Background: an optimization exercise with open tools, aiming at small area. Do not read the settings as production practice. The RTL was checked by simulation tests, not by an equivalence proof against the original design. Power is estimated from default activity; no workload was simulated.

## top_full_design
module top_full_design
    #(
        parameter NB_ADDR = 6,
        parameter NB_DATA = 8
    )
    (
        output [NB_DATA - 1 : 0] o_log_data_from_ram,
        output o_log_ram_full,
        input [2:0] i_enable,
        input [1:0] i_sel,
        input i_reset,
        input clock
    );
Size in the first run: about 2300 cells after synthesis, about 720 flip-flops, about 16 I/O pins, roughly 0.031 mm² of cells after synthesis.
==> module g_nor4, before the edit <==
module g_nor4(input a, input b, input c, input d, output y);  assign y = ~(a | b | c | d); endmodule
==> module ram_rbit, before the edit <==
module ram_rbit(input [63:0] d, input [63:0] s, output q);
wire [21:0] t;
wire [5:0] u;
wire [1:0] v;
genvar i;
generate
    for (i = 0; i < 21; i = i + 1) begin : ga
        g_a222oi ua(.a1(s[3*i]), .a2(d[3*i]), .b1(s[3*i+1]), .b2(d[3*i+1]), .c1(s[3*i+2]), .c2(d[3*i+2]), .y(t[i]));
    end
endgenerate
g_nand2 ul(.a(s[63]), .b(d[63]), .y(t[21]));
g_nand4 u0(.a(t[0]),  .b(t[1]),  .c(t[2]),  .d(t[3]),  .y(u[0]));
g_nand4 u1(.a(t[4]),  .b(t[5]),  .c(t[6]),  .d(t[7]),  .y(u[1]));
g_nand4 u2(.a(t[8]),  .b(t[9]),  .c(t[10]), .d(t[11]), .y(u[2]));
g_nand4 u3(.a(t[12]), .b(t[13]), .c(t[14]), .d(t[15]), .y(u[3]));
g_nand4 u4(.a(t[16]), .b(t[17]), .c(t[18]), .d(t[19]), .y(u[4]));
g_nand2 u5(.a(t[20]), .b(t[21]), .y(u[5]));
g_nor4  v0(.a(u[0]), .b(u[1]), .c(u[2]), .d(u[3]), .y(v[0]));
g_nor2  v1(.a(u[4]), .b(u[5]), .y(v[1]));
g_nand2 w0(.a(v[0]), .b(v[1]), .y(q));
endmodule
Settings: LEC_CHECK=0, CAP_MARGIN=0, CORE_MARGIN=2, CORE_UTILIZATION=60, CTS_BUF_LIST=sky130_fd_sc_hd__clkbuf_8, CTS_CLUSTER_DIAMETER=60, CTS_CLUSTER_SIZE=16, SLEW_MARGIN=0, SYNTH_HIERARCHICAL=1, SYNTH_MEMORY_MAX_BITS=16384; clock period 8.0 ns.
standard.sh (not shown) runs the stock make flow with config.mk's settings and CLKGATE_MAP_FILE= SYNTH_SCRIPT=/design/flow/synth_recipe.tcl, a recipe that flattens the netlist after the stock synthesis.
==> flow/flow/run.sh <==
#!/bin/bash
# The standard layout (the standard.sh, unchanged synthesis, floorplan, placement,
# routing), with clock tree synthesis told not to add dummy loads for balancing.
set -euo pipefail
export CTS_ARGS="-sink_clustering_enable -repair_clock_nets -sink_clustering_size 16 -sink_clustering_max_diameter 60 -buf_list sky130_fd_sc_hd__clkbuf_8 -dont_use_dummy_load"
bash standard.sh finish > standard.log 2>&1
Edit:
--- a/flow/design.v
+++ b/flow/design.v
@@ -4615,14 +4615,15 @@
   assign vn = 10'hxxx;
 endmodule
 module g_nand2(input a, input b, output y);  assign y = ~(a & b); endmodule
 module g_nand3(input a, input b, input c, output y);  assign y = ~(a & b & c); endmodule
 module g_nand4(input a, input b, input c, input d, output y);  assign y = ~(a & b & c & d); endmodule
 module g_nor2(input a, input b, output y);  assign y = ~(a | b); endmodule
-module g_nor4(input a, input b, input c, input d, output y);  assign y = ~(a | b | c | d); endmodule
 module g_inv(input a, output y);  assign y = ~a; endmodule
+module g_or4(input a, input b, input c, input d, output y);  assign y = a | b | c | d; endmodule
+module g_or3(input a, input b, input c, output y);  assign y = a | b | c; endmodule
 module g_a222oi(input a1, input a2, input b1, input b2, input c1, input c2, output y);
     assign y = ~((a1 & a2) | (b1 & b2) | (c1 & c2));
 endmodule
 module ram_rdec(input [5:0] a, output [63:0] s);
 wire [5:0] an;
 wire [7:0] pl, ph;
@@ -4642,13 +4643,13 @@
     end
 endgenerate
 endmodule
 module ram_rbit(input [63:0] d, input [63:0] s, output q);
 wire [21:0] t;
 wire [5:0] u;
-wire [1:0] v;
+wire v;
 genvar i;
 generate
     for (i = 0; i < 21; i = i + 1) begin : ga
         g_a222oi ua(.a1(s[3*i]), .a2(d[3*i]), .b1(s[3*i+1]), .b2(d[3*i+1]), .c1(s[3*i+2]), .c2(d[3*i+2]), .y(t[i]));
     end
 endgenerate
@@ -4656,15 +4657,14 @@
 g_nand4 u0(.a(t[0]),  .b(t[1]),  .c(t[2]),  .d(t[3]),  .y(u[0]));
 g_nand4 u1(.a(t[4]),  .b(t[5]),  .c(t[6]),  .d(t[7]),  .y(u[1]));
 g_nand4 u2(.a(t[8]),  .b(t[9]),  .c(t[10]), .d(t[11]), .y(u[2]));
 g_nand4 u3(.a(t[12]), .b(t[13]), .c(t[14]), .d(t[15]), .y(u[3]));
 g_nand4 u4(.a(t[16]), .b(t[17]), .c(t[18]), .d(t[19]), .y(u[4]));
 g_nand2 u5(.a(t[20]), .b(t[21]), .y(u[5]));
-g_nor4  v0(.a(u[0]), .b(u[1]), .c(u[2]), .d(u[3]), .y(v[0]));
-g_nor2  v1(.a(u[4]), .b(u[5]), .y(v[1]));
-g_nand2 w0(.a(v[0]), .b(v[1]), .y(q));
+g_or4   v0(.a(u[0]), .b(u[1]), .c(u[2]), .d(u[3]), .y(v));
+g_or3   w0(.a(v), .b(u[4]), .c(u[5]), .y(q));
 endmodule
 module top_full_design
     #(
         parameter NB_ADDR = 6,
         parameter NB_DATA = 8
     )
Effect:
- The new run ran to the end with no violations
- setup slack gets better by 15 ps
- first-iteration DRC count is lower by 3.2%
- worst hold slack is better by 75 ps
- global-route usage is higher by 0.28 points
- final cell count came out lower by 0.36%
- via count stays flat
- die area hardly moves
- synthesized cell count decreases by 0.35%
- power rose by 0.75%

==> what the ideal ports hide <==
The results above use ideal ports. As a check the final layouts listed here were re-extracted and re-timed, cells and wires unchanged.
Step 1 sets driving cells, clkbuf_16 on the clock port and buf_2 on the other inputs (assumed; they add their load-dependent delay and slew).
Step 2 moves the port delays by t, midway between the first and last clock arrival at a register: inputs arrive t later, outputs are due t later. That takes back most of the time a late clock gives input paths.
a / b / c = no drivers / after step 1 / after step 2; a / b = the first two.
run	shift t [ns]	setup WS [ns]	worst hold slack (ns)	worst setup path after step 2
the first run	0.705	1.168 / 1.168 / 1.168	0.254 / 0.254 / 0.254	register to register
the second run	0.701	1.183 / 1.183 / 1.183	0.330 / 0.330 / 0.330	register to register
After both steps every run listed still meets setup and hold.
